Context: an optimization exercise on an open-source flow, tuned for small area and a short achievable clock period. The choices shown serve that exercise and are no tape-out recipe.
Function was checked by simulation only, so behaviour that the tests miss may differ from the original.
Power and IR drop assume default switching activity.

== try-quartz ==
Design matrix_multiplier, start of the top module:
module matrix_multiplier #(
  parameter int DATA_WIDTH = 8,
  parameter int A_ROWS = 2,
  parameter int B_COLUMNS = 2,
  parameter int A_COLUMNS_B_ROWS = 2,
  parameter int C_DATA_WIDTH = (2 * DATA_WIDTH) + $clog2(A_COLUMNS_B_ROWS)
) (
  input                           clk_i,
  input                           reset_i,
  input                           valid_i,
  output logic                    valid_o,
  input        [A_ROWS * A_COLUMNS_B_ROWS * DATA_WIDTH-1:0]   a_i,
  input        [A_COLUMNS_B_ROWS * B_COLUMNS * DATA_WIDTH-1:0] b_i,
  output logic [A_ROWS * B_COLUMNS * C_DATA_WIDTH-1:0]         c_o
);
For scale: about 1900 cells after synthesis, roughly 440 flip-flops, roughly 140 I/O pins, roughly 0.022 mm^2 of cells after synthesis.
make LEC_CHECK=0 CAP_MARGIN=20 CORE_MARGIN=2 CORE_UTILIZATION=40 SLEW_MARGIN=20 SYNTH_HIERARCHICAL=1 finish   # period 6.8 ns
run.sh (not shown) runs the stock make flow with config.mk's settings and CLKGATE_MAP_FILE= SYNTH_SCRIPT=/design/flow/synth_recipe.tcl, a recipe that flattens the netlist after the stock synthesis.
For try-ember, these inputs were changed with respect to try-quartz:
Settings: putting ABC_CLOCK_PERIOD_IN_PS at 2400 where nothing was set; swapping 40 for 70 in CORE_UTILIZATION; putting SETUP_SLACK_MARGIN at 4.4 where nothing was set; putting PLACE_DENSITY at 0.8 where nothing was set.
==> flow/flow/run.sh (new file) <==
#!/bin/bash
# Own flow: the standard layout (standard.sh), with the ports buffered by
# plain buf_1 cells instead of the delay-buffer cell buffer_ports picks itself.
# Every input and output port still gets its own buffer.
set -euo pipefail
export BUFFER_PORTS_ARGS="-buffer_cell sky130_fd_sc_hd__buf_1"
bash standard.sh > standard.log 2>&1
==> flow/standard.sh (new file) <==
#!/bin/bash
# synth_recipe.tcl (not shown) runs the flow's synth.tcl, then flattens the netlist and writes it again
# the make line also repeats each setting of config.mk as NAME=value (left out here)
make -C /OpenROAD-flow-scripts/flow DESIGN_CONFIG=/design/flow/config.mk WORK_HOME=/design/flow/orfs CLKGATE_MAP_FILE= SYNTH_SCRIPT=/design/flow/synth_recipe.tcl "${@:-finish}"
removed: flow/run.sh
[summary]
- Summary: with try-quartz as the reference, highest ir drop seen on vdd in try-ember moved up by more than a quarter.
- End of the critical path = c_o[2]: try-ember; end of the critical path = c_o[17]: try-quartz
- The wire length on met1 of try-ember is lower than that of try-quartz.
- The sequential share of layout area reported for try-ember is greater than that of try-quartz by 2.2 points.
- Compared with try-quartz, try-ember shows a register share of total power that is 0.6 points higher.
- Maximum count of clock buffers along a single path came out exactly the same in try-ember and try-quartz.
diff inputs: try-ember => try-fjord
Settings: PLACE_DENSITY no longer set, was 0.8; CORE_UTILIZATION now 40, was 70.
==> notes.md <==
- The flow did not stop early for try-fjord: all stages ran, and the layout cleared the timing, DRC and antenna checks.
- Relative to try-ember, the starting DRC count in detailed routing measured on try-fjord has decreased by more than 10%.
- Comparing try-ember with try-fjord, the critical path required time came out essentially unchanged.
- In try-fjord, the HPWL after detailed placement came out 7.9% above the value in try-ember.
- try-fjord: mean number of vias per cell about 16% below try-ember
- Cmp try-ember and try-fjord / global-route wire length before repair / lower: try-ember
- Between try-ember and try-fjord, final instance area is higher for try-fjord, try-ember comes in under that.
- Summary: with try-ember as the reference, number of filler instances in the final layout in try-fjord moved up by more than 100%.
- try-fjord ends up with lower fraction of the cycle the final worst path needs than try-ember does.
## Diff of input files: try-cedar against try-fjord
Settings: swapping 40 for 60 in CORE_UTILIZATION.
Notes after the runs:
Reported sequential group power of try-fjord is on par with try-cedar. Compared with try-fjord, the detailed router inserted fewer vias in try-cedar. On core area, the higher figure sits with try-fjord, not try-cedar. try-fjord fits on a die that is larger than the die of try-cedar. try-cedar improves on try-fjord in switching power summed over all nets. As far as flip-flop and latch count after synthesis goes, try-fjord and try-cedar are indistinguishable; the numbers are identical. On setup slack of the worst register-to-register path, try-cedar tracks try-fjord almost exactly. When the final numbers for try-fjord and try-cedar were put side by side, the minimum hold slack turned out to be greater in try-cedar. Of try-cedar and try-fjord, it is try-cedar that has the lower post-place instance area. Transition time of the tightest slew-check pin: try-fjord vs try-cedar — no meaningful difference. try-cedar did not stop at any stage, and its layout met the timing, DRC and antenna checks. The design area of try-cedar is lower than that of try-fjord.
## Diff of input files: try-pepper against try-cedar
Settings: CTS_CLUSTER_DIAMETER: unset -> 80; CTS_CLUSTER_SIZE: unset -> 28; ABC_CLOCK_PERIOD_IN_PS: 2400 -> 2500; CORE_UTILIZATION: 60 -> 40; SETUP_SLACK_MARGIN: 4.4 -> 4.3.
Notes after the runs:
The post-layout worst setup margin of try-pepper was inferior to that of try-cedar. try-pepper packs its core more loosely than try-cedar. Relative to try-cedar, sum of internal, switching and leakage power decreased by 8.1% in try-pepper. Clock power on try-pepper is ahead of try-cedar. Looking at reg2reg setup slack across try-pepper and try-cedar, the one that comes out higher is try-cedar. Relative to try-cedar, the final cell area reported for try-pepper is lower. Relative to try-cedar, the placement-stage cell area measured on try-pepper has increased slightly.
### try-pepper -> try-amber
Settings: SETUP_SLACK_MARGIN now 4.45, was 4.3; ABC_CLOCK_PERIOD_IN_PS now 2350, was 2500.
try-amber vs. try-pepper: setup slack went down by 0.013 ns.
Taking try-pepper as the reference, in try-amber internal reg-to-reg setup slack rose by 0.10 ns; core utilization of the finished layout rose by 2.9 points; actual transition at the worst max-transition pin fell by 0.012 ns; sequential cell area in the final layout rose by 1.4%; compound-gate portion of the synthesized area stayed essentially flat.
Compared with try-pepper, try-amber shows final area higher by about 6.5%.

* * *

## run 1
matrix_multiplier, a different RTL version from the one above (not shown whole).
Size: ~1,700 cells after synthesis, about 430 flip-flops, about 140 I/O pins, ~21,000 um^2 of cells after synthesis.
export LEC_CHECK = 0
export ABC_CLOCK_PERIOD_IN_PS = 2400
export CAP_MARGIN = 20
export CORE_MARGIN = 2
export CORE_UTILIZATION = 55
export PLACE_DENSITY = 0.7
export SETUP_SLACK_MARGIN = 4.4
export SLEW_MARGIN = 20
export SYNTH_HIERARCHICAL = 1
create_clock -name core_clock -period 6.8 [get_ports {clk_i}]
standard.sh (not shown) runs the stock make flow with config.mk's settings and CLKGATE_MAP_FILE= SYNTH_SCRIPT=/design/flow/synth_recipe.tcl, a recipe that flattens the netlist after the stock synthesis.
==> flow/flow/run.sh <==
#!/bin/bash
# Own flow: the standard layout (standard.sh), with the ports buffered by
# plain buf_1 cells instead of the delay-buffer cell buffer_ports picks itself
# (every input and output port still gets its own buffer), and a clock tree
# built without dummy loads, with clusters of up to 14 registers, each driven by a clkbuf_8.
set -euo pipefail
export BUFFER_PORTS_ARGS="-buffer_cell sky130_fd_sc_hd__buf_1"
export CTS_ARGS="-sink_clustering_enable -repair_clock_nets -dont_use_dummy_load -sink_clustering_buffer sky130_fd_sc_hd__clkbuf_8 -sink_clustering_size 14 -sink_clustering_max_diameter 80"
bash standard.sh > standard.log 2>&1
Here is what was changed in the inputs of run 2 compared with run 1.
Settings: clearing PLACE_DENSITY, which used to be 0.7; swapping 55 for 40 in CORE_UTILIZATION.
==> flow/flow/run.sh <==
#!/bin/bash
# Own flow: the standard layout (standard.sh), with the ports buffered by
# plain buf_1 cells instead of the delay-buffer cell buffer_ports picks itself
# (every input and output port still gets its own buffer), and a clock tree
# built without dummy loads and with clkbuf_4 leaf buffers.
set -euo pipefail
export BUFFER_PORTS_ARGS="-buffer_cell sky130_fd_sc_hd__buf_1"
export CTS_ARGS="-sink_clustering_enable -repair_clock_nets -dont_use_dummy_load -sink_clustering_buffer sky130_fd_sc_hd__clkbuf_4"
bash standard.sh > standard.log 2>&1
==> notes.md <==
| total stage count of the critical path | run 2 vs run 1 | 3 higher |. Run 2 vs. run 1: total power draw +590 uW; routed wire length on met3 +2.8%; worst hold slack +7.0 ps. Portion of total power attributed to sequential cells in run 2 is 2.5 points lower than in run 1. The run showing the greater routed wire length is run 2. Taking run 1 as the reference, in run 2 global-route usage shows a reduction of 5.2 points, reg2reg setup slack shows a reduction of 20 ps, worst setup slack shows a reduction of 18 ps, worst slack at placement shows a reduction of 69 ps. Clock skew came out higher on run 2 than on run 1. Looking at last element of the critical path, the c_o[3] result is from run 1; the r3e0_331 one comes from run 2.
[inputs] run 3 vs run 2
Settings: a change of CORE_UTILIZATION from 40 to 60; an added PLACE_DENSITY of 0.75.
==> flow/flow/run.sh <==
#!/bin/bash
# Own flow: the standard layout (standard.sh), with the ports buffered by
# plain buf_1 cells instead of the delay-buffer cell buffer_ports picks itself
# (every input and output port still gets its own buffer), and a clock tree
# built without dummy loads, with clusters of up to 14 registers, each driven by a clkbuf_8.
set -euo pipefail
export BUFFER_PORTS_ARGS="-buffer_cell sky130_fd_sc_hd__buf_1"
export CTS_ARGS="-sink_clustering_enable -repair_clock_nets -dont_use_dummy_load -sink_clustering_buffer sky130_fd_sc_hd__clkbuf_8 -sink_clustering_size 14 -sink_clustering_max_diameter 80"
bash standard.sh > standard.log 2>&1
Notes after the runs:
Compared with run 2, in run 3 area taken by flip-flops and latches dropped 0.46%; peak supply drop climbed 0.000035 V. [compare] base=run 2 new=run 3: critical path buffer and inverter count up 1, internal portion of total power -8.1%, clock transition time at the flip-flop clock pins of the worst setup and hold paths up 30 ps, routed wire length decreased by 5.6% relative to the old numbers, area share of buffers outside the clock network went down. Number of CTS-inserted buffers (run 3 vs. run 2) decreases by more than half. Run 3 ends up with a minimum period implied by the final worst setup slack that is 14 ps lower than in run 2.
Edits applied to the flow inputs when going from run 3 to run 4:
Settings: removing PLACE_DENSITY (formerly 0.75); changing CORE_UTILIZATION from 60 to 40; changing SETUP_SLACK_MARGIN from 4.4 to 4.45; changing ABC_CLOCK_PERIOD_IN_PS from 2400 to 2350.
Notes after the runs:
- sky130_fd_sc_hd__dfxtp_1 as the library cell contributing the largest single delay on the critical path was reported by run 3, and sky130_fd_sc_hd__dfxtp_2 by run 4.
- Diff run 4..run 3 | pin count of the biggest net entering global routing | unchanged
- Where first-iteration DRC count is concerned, run 3 is outperformed by run 4.
- Summary of run 4 over run 3: routed length per instance now sits lower; global-route usage now sits lower; average via count per standard cell now sits lower.
- Post-placement cell count, run 3 and run 4, higher one = run 4.
- Run 4 against run 3; power attributed to sequential cells is up slightly.

-- afterwards: timing with drivers on the ports --
In the flow no input, the clock included, has a driving cell. The finished layouts below were timed again as built, in two steps.
Step 1: set_driving_cell puts a clkbuf_16 on clk_i and a buf_2 on each other input, an assumption about the parent block.
Step 2 adds t to the input delays and takes it off the output delays; t is the mean of the earliest and latest rising clock arrival at the registers after step 1. Input paths then give back, and output paths get back, about the clock's delay inside the block.
Slacks: ideal ports / drivers / drivers and shift; pairs: ideal ports / drivers.
run	t, ns	setup WS [ns]	worst hold slack (ns)	worst setup path at the end	pins driven straight from the clock port
try-quartz	0.634	3.983 / 3.925 / 3.985	0.315 / 0.315 / 0.315	register to register	1
try-ember	0.618	4.379 / 4.329 / 4.382	0.318 / 0.318 / 0.318	register to register	1
try-fjord	0.637	4.418 / 4.361 / 4.440	0.311 / 0.311 / 0.311	register to register	1
try-cedar	0.623	4.424 / 4.370 / 4.448	0.320 / 0.320 / 0.320	register to register	1
try-pepper	0.665	4.340 / 4.300 / 4.340	0.333 / 0.333 / 0.333	register to register	1
try-amber	0.655	4.327 / 4.270 / 4.435	0.315 / 0.315 / 0.315	register to register	1
run 1	0.551	4.451 / 4.400 / 4.454	0.302 / 0.302 / 0.302	register to register	1
run 2	0.598	4.433 / 4.387 / 4.433	0.309 / 0.309 / 0.309	register to register	1
run 3	0.551	4.447 / 4.394 / 4.449	0.331 / 0.331 / 0.331	register to register	1
run 4	0.572	4.457 / 4.403 / 4.458	0.330 / 0.330 / 0.330	register to register	1
After both steps setup and hold are still met in every run listed.
